From an optimization exercise on the open Yosys and OpenROAD flow, aimed at small area; shortcuts taken in it are not production practice. Only simulation tests tie the RTL to the original design; equivalence was not proved. The flow treats the clock pin as an ideal source. Dropping or thinning the clock tree relies on that and would not hold on a real chip. Power figures rest on the tool's default switching activity, not on a simulated workload.

Setup of v18:
## Elevator
module Elevator(CLOCK_50, reset_n, SW, HEX0, LEDR, GPIO);
	input [5:0] SW;
	output [2:0] LEDR;
	output [4:0] GPIO;
	output [6:0] HEX0;
	input CLOCK_50;
	input reset_n;
	localparam [15:0] TICK_START = 16'h676B;
	localparam [15:0] TICK_END   = 16'h7AFD;
	localparam [15:0] TICK_POL   = 16'hAAAA;
	reg [15:0] tick_r;
	wire [15:0] tick = tick_r ^ TICK_POL;
	wire wrap = &(tick | ~TICK_END);
	wire [15:0] tick_next = (reset_n == 1'b0 || wrap) ? TICK_START :
	                        {tick[14:0], ~(tick[15] ^ tick[6])};
	reg delay;
	always @(posedge CLOCK_50)
	begin
		tick_r <= tick_next ^ TICK_POL;
		delay <= reset_n & wrap;
	end
	localparam [15:0] Q_NEXT0 = 16'b1011001010110010;
	localparam [15:0] Q_NEXT1 = 16'b0000101001111011;
	localparam [15:0] Q_NEXT2 = 16'b1010000100011111;
	localparam [15:0] Q_NEXT3 = 16'b1100000111100011;
	localparam [15:0] SEG0 = 16'b1100110000000000;
  ...
export LEC_CHECK = 0
export CAP_MARGIN = 20
export CORE_AREA = 2 2 61 61
export DIE_AREA = 0 0 63 63
export GPL_TIMING_DRIVEN = 0
export SLEW_MARGIN = 20
create_clock -name core_clock -period 10.0 [get_ports {CLOCK_50}]
standard.sh (not shown) runs the stock make flow with config.mk's settings and CLKGATE_MAP_FILE= SYNTH_SCRIPT=/design/flow/synth_recipe.tcl, a recipe that flattens the netlist after the stock synthesis.
==> flow/flow/run.sh <==
#!/bin/bash
# Layout flow: the standard ORFS flow (standard.sh) with
#  - synthesis mapped for area (flow/synth_area.tcl), kept only if its
#    registers are exactly the standard synthesis's (same names and cells);
#  - ports buffered with the smallest buffer;
#  - a one-level clock tree (flow/cts_pre.tcl);
set -euo pipefail
here=$(pwd)
res="$here/orfs/results/$FLOW_PLATFORM/Elevator/base"

regs() {
  # register instance, cell and output net of a synthesised netlist
  awk '/sky130_fd_sc_hd__df/ {cell=$1; name=$2} cell && /\.Q\(/ {print name, cell, $0; cell=""}' "$1" | sed 's/  */ /g' | sort
}

# 1. the standard synthesis, for reference
bash standard.sh synth > "$here/synth_standard.log" 2>&1
cp "$res/1_2_yosys.v" "$here/synth_standard.v"
regs "$here/synth_standard.v" > "$here/regs_standard.txt"

# 2. the area-mapped synthesis
rm -f "$res"/1_*
bash standard.sh synth SYNTH_SCRIPT="$here/flow/synth_area.tcl" > "$here/synth_area.log" 2>&1
regs "$res/1_2_yosys.v" > "$here/regs_area.txt"
if ! cmp -s "$here/regs_standard.txt" "$here/regs_area.txt"; then
  echo "registers differ from the standard synthesis: using the standard synthesis" | tee -a "$here/synth_area.log"
  rm -f "$res"/1_*
  bash standard.sh synth > "$here/synth_standard2.log" 2>&1
fi

# 3. the layout
bash standard.sh finish \
  BUFFER_PORTS_ARGS="-buffer_cell sky130_fd_sc_hd__buf_1" \
  PRE_CTS_TCL="$here/flow/cts_pre.tcl" \
  CORE_UTILIZATION= \
  > "$here/layout.log" 2>&1
==> flow/flow/abc_area.script <==
strash
&get -n
&fraig -x
&st
&dch -f
&nf -R 1000
&put
strash
&get -n
&dch -f
&nf -R 1000
&put
==> flow/flow/cts_pre.tcl <==
# Clock tree of one level (read by run.sh as PRE_CTS_TCL): the design has a few dozen registers, so the
# clock port drives clock_nbuf clock buffers, each placed at the centre
# of its group of registers (groups of equal size by k-means on the register positions).
# clock_tree_synthesis's H-tree would add a root buffer and larger leaves.
set ::clock_port CLOCK_50
set ::clock_buf sky130_fd_sc_hd__clkbuf_8
set ::clock_nbuf 3

rename ::clock_tree_synthesis ::my_orig_clock_tree_synthesis
proc ::clock_tree_synthesis {args} {
  global clock_port clock_buf clock_nbuf
  set block [ord::get_db_block]
  set db [ord::get_db]
  set clk_net [[$block findBTerm $clock_port] getNet]
  set master [$db findMaster $clock_buf]
  set k $clock_nbuf
  set sinks {}
  foreach iterm [$clk_net getITerms] {
    set box [[$iterm getInst] getBBox]
    lappend sinks [list $iterm [expr { ([$box xMin] + [$box xMax]) / 2.0 }] [expr { ([$box yMin] + [$box yMax]) / 2.0 }]]
  }
  set n [llength $sinks]
  # initial centres: sinks spread along the sorted x order
  set sorted [lsort -real -index 1 $sinks]
  set centres {}
  for {set c 0} {$c < $k} {incr c} {
    set s [lindex $sorted [expr { int(($c + 0.5) * $n / $k) }]]
    lappend centres [list [lindex $s 1] [lindex $s 2]]
  }
  # k-means with groups of at most ceil(n/k) registers: each round hands
  # the (register, centre) pairs out nearest first
  set cap [expr { ($n + $k - 1) / $k }]
  for {set it 0} {$it < 50} {incr it} {
    set pairs {}
    for {set i 0} {$i < $n} {incr i} {
      set s [lindex $sinks $i]
      for {set c 0} {$c < $k} {incr c} {
        set d [expr { ([lindex $s 1] - [lindex $centres $c 0]) ** 2 + ([lindex $s 2] - [lindex $centres $c 1]) ** 2 }]
        lappend pairs [list $d $i $c]
      }
    }
    set assign [lrepeat $n -1]
    set count [lrepeat $k 0]
    foreach p [lsort -real -index 0 $pairs] {
      lassign $p d i c
      if { [lindex $assign $i] < 0 && [lindex $count $c] < $cap } {
        lset assign $i $c
        lset count $c [expr { [lindex $count $c] + 1 }]
      }
    }
    set new {}
    for {set c 0} {$c < $k} {incr c} {
      set sx 0; set sy 0; set m 0
      foreach s $sinks a $assign {
        if { $a == $c } { set sx [expr { $sx + [lindex $s 1] }]; set sy [expr { $sy + [lindex $s 2] }]; incr m }
      }
      if { $m > 0 } { lappend new [list [expr { $sx / $m }] [expr { $sy / $m }]] } else { lappend new [lindex $centres $c] }
    }
    set centres $new
  }
  for {set c 0} {$c < $k} {incr c} {
    set inst [odb::dbInst_create $block $master clkbuf_0_$c]
    set net [odb::dbNet_create $block clknet_0_$c]
    $net setSigType CLOCK
    set m 0
    foreach s $sinks a $assign {
      if { $a == $c } {
        set iterm [lindex $s 0]
        $iterm disconnect
        $iterm connect $net
        incr m
      }
    }
    [$inst findITerm A] connect $clk_net
    [$inst findITerm X] connect $net
    $inst setLocation [expr { int([lindex $centres $c 0]) }] [expr { int([lindex $centres $c 1]) }]
    $inst setPlacementStatus PLACED
    puts "clock buffer clkbuf_0_$c ($clock_buf) drives $m clock pins"
  }
}
==> flow/flow/synth_area.tcl <==
# The standard synthesis (synth_recipe.tcl, sourced below) with two changes
# that only touch the combinational logic:
#  - extract_fa is skipped, so the adder and counter logic is not frozen
#    into half/full-adder cells before technology mapping;
#  - abc maps for area (abc_area.script in this folder) instead of speed.
# Registers, their names and cell types are those of the standard synthesis.
set my_flow_dir [file dirname [file normalize [info script]]]

proc extract_fa {args} {
  puts "extract_fa skipped by flow/synth_area.tcl"
}

proc abc {args} {
  global my_flow_dir
  set i [lsearch -exact $args -script]
  if { $i >= 0 } {
    set args [lreplace $args [expr { $i + 1 }] [expr { $i + 1 }] $my_flow_dir/abc_area.script]
  }
  puts "abc $args"
  yosys abc {*}$args
}

source [file join [file dirname $my_flow_dir] synth_recipe.tcl]
Inputs modified between v18 and v56:
diff --git a/flow/flow/run.sh b/flow/flow/run.sh
--- a/flow/flow/run.sh
+++ b/flow/flow/run.sh
@@ -2,5 +2,6 @@
 # Layout flow: the standard ORFS flow (standard.sh) with
 #  - synthesis mapped for area (flow/synth_area.tcl), kept only if its
-#    registers are exactly the standard synthesis's (same names and cells);
+#    registers are exactly the standard synthesis's (same names and cells),
+#    with the smallest buffer for pass-through outputs;
 #  - ports buffered with the smallest buffer;
 #  - a one-level clock tree (flow/cts_pre.tcl);
@@ -21,5 +22,6 @@
 # 2. the area-mapped synthesis
 rm -f "$res"/1_*
-bash standard.sh synth SYNTH_SCRIPT="$here/flow/synth_area.tcl" > "$here/synth_area.log" 2>&1
+bash standard.sh synth SYNTH_SCRIPT="$here/flow/synth_area.tcl" \
+  MIN_BUF_CELL_AND_PORTS="sky130_fd_sc_hd__buf_1 A X" > "$here/synth_area.log" 2>&1
 regs "$res/1_2_yosys.v" > "$here/regs_area.txt"
 if ! cmp -s "$here/regs_standard.txt" "$here/regs_area.txt"; then
==> flow/flow/abc_area1.script (new file) <==
strash
&get -n
&fraig -x
&st
&dch -f
&nf -R 1000
&put
strash
&get -n
&dch -f
&nf -R 1000
&put
==> flow/flow/abc_area10.script (new file) <==
strash
dc2
&get -n
&fraig -x
&st
&dch
&nf -R 5000
&put
strash
&get -n
&dch -f
&nf -R 5000
&put
==> flow/flow/abc_area11.script (new file) <==
strash
balance
rewrite
refactor
balance
rewrite -z
refactor -z
balance
&get -n
&st
&dch
&nf -R 2000
&put
strash
&get -n
&dch -f
&nf -R 2000
&put
==> flow/flow/abc_area12.script (new file) <==
strash
dc2
&get -n
&st
&dch
&nf -R 2000
&put
==> flow/flow/abc_area2.script (new file) <==
strash
&get -n
&fraig -x
&st
&dch -f
&nf -R 1000
&put
strash
&get -n
&dch -f
&nf -R 1000
&put
strash
&get -n
&dch -f
&nf -R 1000
&put
==> flow/flow/abc_area3.script (new file) <==
&get -n
&st
&dch -f
&nf -R 1000
&put
==> flow/flow/abc_area4.script (new file) <==
strash
&get -n
&fraig -x
&st
&dc2
&dch -f
&nf -R 1000
&put
==> flow/flow/abc_area6.script (new file) <==
strash
dc2
&get -n
&fraig -x
&st
&dch
&nf -R 2000
&put
strash
&get -n
&dch -f
&nf -R 2000
&put
==> flow/flow/abc_area8.script (new file) <==
strash
&get -n
&fraig -x
&st
&dc2
&dch -f
&nf -R 1000
&put
strash
dch -f
map -a
==> flow/flow/abc_area9.script (new file) <==
strash
dc2
dc2
&get -n
&fraig -x
&st
&dch
&nf -R 2000
&put
strash
&get -n
&dch -f
&nf -R 2000
&put
diff --git a/flow/flow/cts_pre.tcl b/flow/flow/cts_pre.tcl
--- a/flow/flow/cts_pre.tcl
+++ b/flow/flow/cts_pre.tcl
@@ -4,5 +4,5 @@
 # clock_tree_synthesis's H-tree would add a root buffer and larger leaves.
 set ::clock_port CLOCK_50
-set ::clock_buf sky130_fd_sc_hd__clkbuf_8
+set ::clock_buf sky130_fd_sc_hd__buf_6
 set ::clock_nbuf 3
 
==> flow/flow/synth_area.tcl <==
# The standard synthesis (synth_recipe.tcl, sourced below) with two changes
# that only touch the combinational logic:
#  - extract_fa is skipped, so the adder and counter logic is not frozen
#    into half/full-adder cells before technology mapping;
#  - abc maps for area: it runs once with each abc_area*.script in this
#    folder and keeps the mapping with the smallest cell area.
# Registers, their names and cell types are those of the standard synthesis.
set my_flow_dir [file dirname [file normalize [info script]]]

proc extract_fa {args} {
  puts "extract_fa skipped by flow/synth_area.tcl"
}

proc abc {args} {
  global my_flow_dir
  set i [lsearch -exact $args -script]
  set lib [lindex $args [expr { [lsearch -exact $args -liberty] + 1 }]]
  yosys design -save my_pre_abc
  set best_area ""
  foreach script [lsort [glob $my_flow_dir/abc_area*.script]] {
    yosys design -load my_pre_abc
    set try_args [lreplace $args [expr { $i + 1 }] [expr { $i + 1 }] $script]
    puts "abc $try_args"
    yosys abc {*}$try_args
    set stat_file $my_flow_dir/../abc_try.stat
    yosys tee -q -o $stat_file stat -liberty $lib
    set f [open $stat_file r]
    set text [read $f]
    close $f
    regexp {Chip area for module[^:]*:\s*([0-9.]+)} $text -> area
    puts "abc with [file tail $script]: cell area $area"
    if { $best_area eq "" || $area < $best_area } {
      set best_area $area
      yosys design -save my_best_abc
    }
  }
  yosys design -load my_best_abc
  puts "abc: kept the mapping with cell area $best_area"
}

source [file join [file dirname $my_flow_dir] synth_recipe.tcl]
removed: flow/flow/abc_area.script
==> comparison <==
Lower global-route wire length before repair was reported by v18, not v56. Number of buffer and inverter instances along the worst setup path: v56 vs v18 identical. Going from v18 to v56, clock period minus worst slack picked up an extra 16 ps, mean cell area of the mapped netlist went down about 2.2%.
Changes in v17 relative to v56:
- GPL_TIMING_DRIVEN removed (was 0)
diff --git a/flow/flow/run.sh b/flow/flow/run.sh
--- a/flow/flow/run.sh
+++ b/flow/flow/run.sh
@@ -2,6 +2,5 @@
 # Layout flow: the standard ORFS flow (standard.sh) with
 #  - synthesis mapped for area (flow/synth_area.tcl), kept only if its
-#    registers are exactly the standard synthesis's (same names and cells),
-#    with the smallest buffer for pass-through outputs;
+#    registers are exactly the standard synthesis's (same names and cells);
 #  - ports buffered with the smallest buffer;
 #  - a one-level clock tree (flow/cts_pre.tcl);
@@ -22,6 +21,5 @@
 # 2. the area-mapped synthesis
 rm -f "$res"/1_*
-bash standard.sh synth SYNTH_SCRIPT="$here/flow/synth_area.tcl" \
-  MIN_BUF_CELL_AND_PORTS="sky130_fd_sc_hd__buf_1 A X" > "$here/synth_area.log" 2>&1
+bash standard.sh synth SYNTH_SCRIPT="$here/flow/synth_area.tcl" > "$here/synth_area.log" 2>&1
 regs "$res/1_2_yosys.v" > "$here/regs_area.txt"
 if ! cmp -s "$here/regs_standard.txt" "$here/regs_area.txt"; then
==> flow/flow/abc_area.script (new file) <==
strash
&get -n
&fraig -x
&st
&dch -f
&nf -R 1000
&put
strash
&get -n
&dch -f
&nf -R 1000
&put
==> flow/flow/synth_area.tcl <==
# The standard synthesis (synth_recipe.tcl, sourced below) with two changes
# that only touch the combinational logic:
#  - extract_fa is skipped, so the adder and counter logic is not frozen
#    into half/full-adder cells before technology mapping;
#  - abc maps for area (abc_area.script in this folder) instead of speed.
# Registers, their names and cell types are those of the standard synthesis.
set my_flow_dir [file dirname [file normalize [info script]]]

proc extract_fa {args} {
  puts "extract_fa skipped by flow/synth_area.tcl"
}

proc abc {args} {
  global my_flow_dir
  set i [lsearch -exact $args -script]
  if { $i >= 0 } {
    set args [lreplace $args [expr { $i + 1 }] [expr { $i + 1 }] $my_flow_dir/abc_area.script]
  }
  puts "abc $args"
  yosys abc {*}$args
}

source [file join [file dirname $my_flow_dir] synth_recipe.tcl]
removed: flow/flow/abc_area1.script
removed: flow/flow/abc_area10.script
removed: flow/flow/abc_area11.script
removed: flow/flow/abc_area12.script
removed: flow/flow/abc_area2.script
removed: flow/flow/abc_area3.script
removed: flow/flow/abc_area4.script
removed: flow/flow/abc_area6.script
removed: flow/flow/abc_area8.script
removed: flow/flow/abc_area9.script
--- outcome ---
v17 vs. v56: last weighted congestion value of the routability-driven placer went down by 0.038. Per the comparison of v17 with v56, area after synthesis now sits higher, post-detailed-routing wire length now sits lower. Taking v56 as the reference point, the finished layout cell area of v17 rises by 36 sq um. No stage failed in v17, and the final checks on the layout all came back clean. Of v17 and v56, the lower first-pass GRT wire length belongs to v17. Per the comparison of v17 with v56, share of the clock period used by the worst path after layout went down by 0.21 points, final critical path time including I/O delays and setup went down by 21 ps. Higher initial standard-cell utilization of the core among v17 and v56: v17. Synthesized cell count (v17 vs. v56) decreases slightly. | global-route usage | lower: v17 |.
[inputs] v36 vs v17
diff --git a/flow/flow/cts_pre.tcl b/flow/flow/cts_pre.tcl
--- a/flow/flow/cts_pre.tcl
+++ b/flow/flow/cts_pre.tcl
@@ -4,5 +4,5 @@
 # clock_tree_synthesis's H-tree would add a root buffer and larger leaves.
 set ::clock_port CLOCK_50
-set ::clock_buf sky130_fd_sc_hd__buf_6
+set ::clock_buf sky130_fd_sc_hd__clkbuf_8
 set ::clock_nbuf 3
 
[summary]
- Looking only at total power draw, and setting everything else aside, the higher value of v36 and v17 goes to v36.
- [compare] base=v17 new=v36: amount of wire on met2 after detailed routing shows no meaningful change, wire length went down by 0.34%, internal power summed over all cells now sits higher, core utilization grew by 0.22 points, horizontal extent of the die essentially unchanged.
- On cell area after layout: between v36 and v17, it ends up lower for v17.
In every run of this note, the design's own scripts or RTL, not TritonCTS, make the clock network.

## separate check: timing with driven ports
How much do the figures lean on ideal ports? The routed layouts below were timed once more, with nothing changed but the port constraints.
Step 1, drivers: a clkbuf_16 drives CLOCK_50 and a buf_2 each remaining input, both assumed.
Step 2 also shifts input and output timing later by t, the mid clock arrival at the registers, as if the neighbouring blocks saw the same clock.
Three values: ideal ports, drivers, drivers and shift; two values: the first two.
run | t (ns) | setup slack, ns | worst setup path after step 2 | cell pins on the clock port's net
v18 | 0.191 | 5.401 / 5.380 / 5.380 | input to output | 3
v56 | 0.175 | 5.385 / 5.360 / 5.360 | input to output | 3
v17 | 0.171 | 5.406 / 5.385 / 5.385 | input to output | 3
v36 | 0.192 | 5.406 / 5.385 / 5.385 | input to output | 3
After both steps every run listed still meets setup and hold. For v56, which loses most, drivers alone change the setup slack by -0.025 ns; drivers and shift together by -0.025 ns.
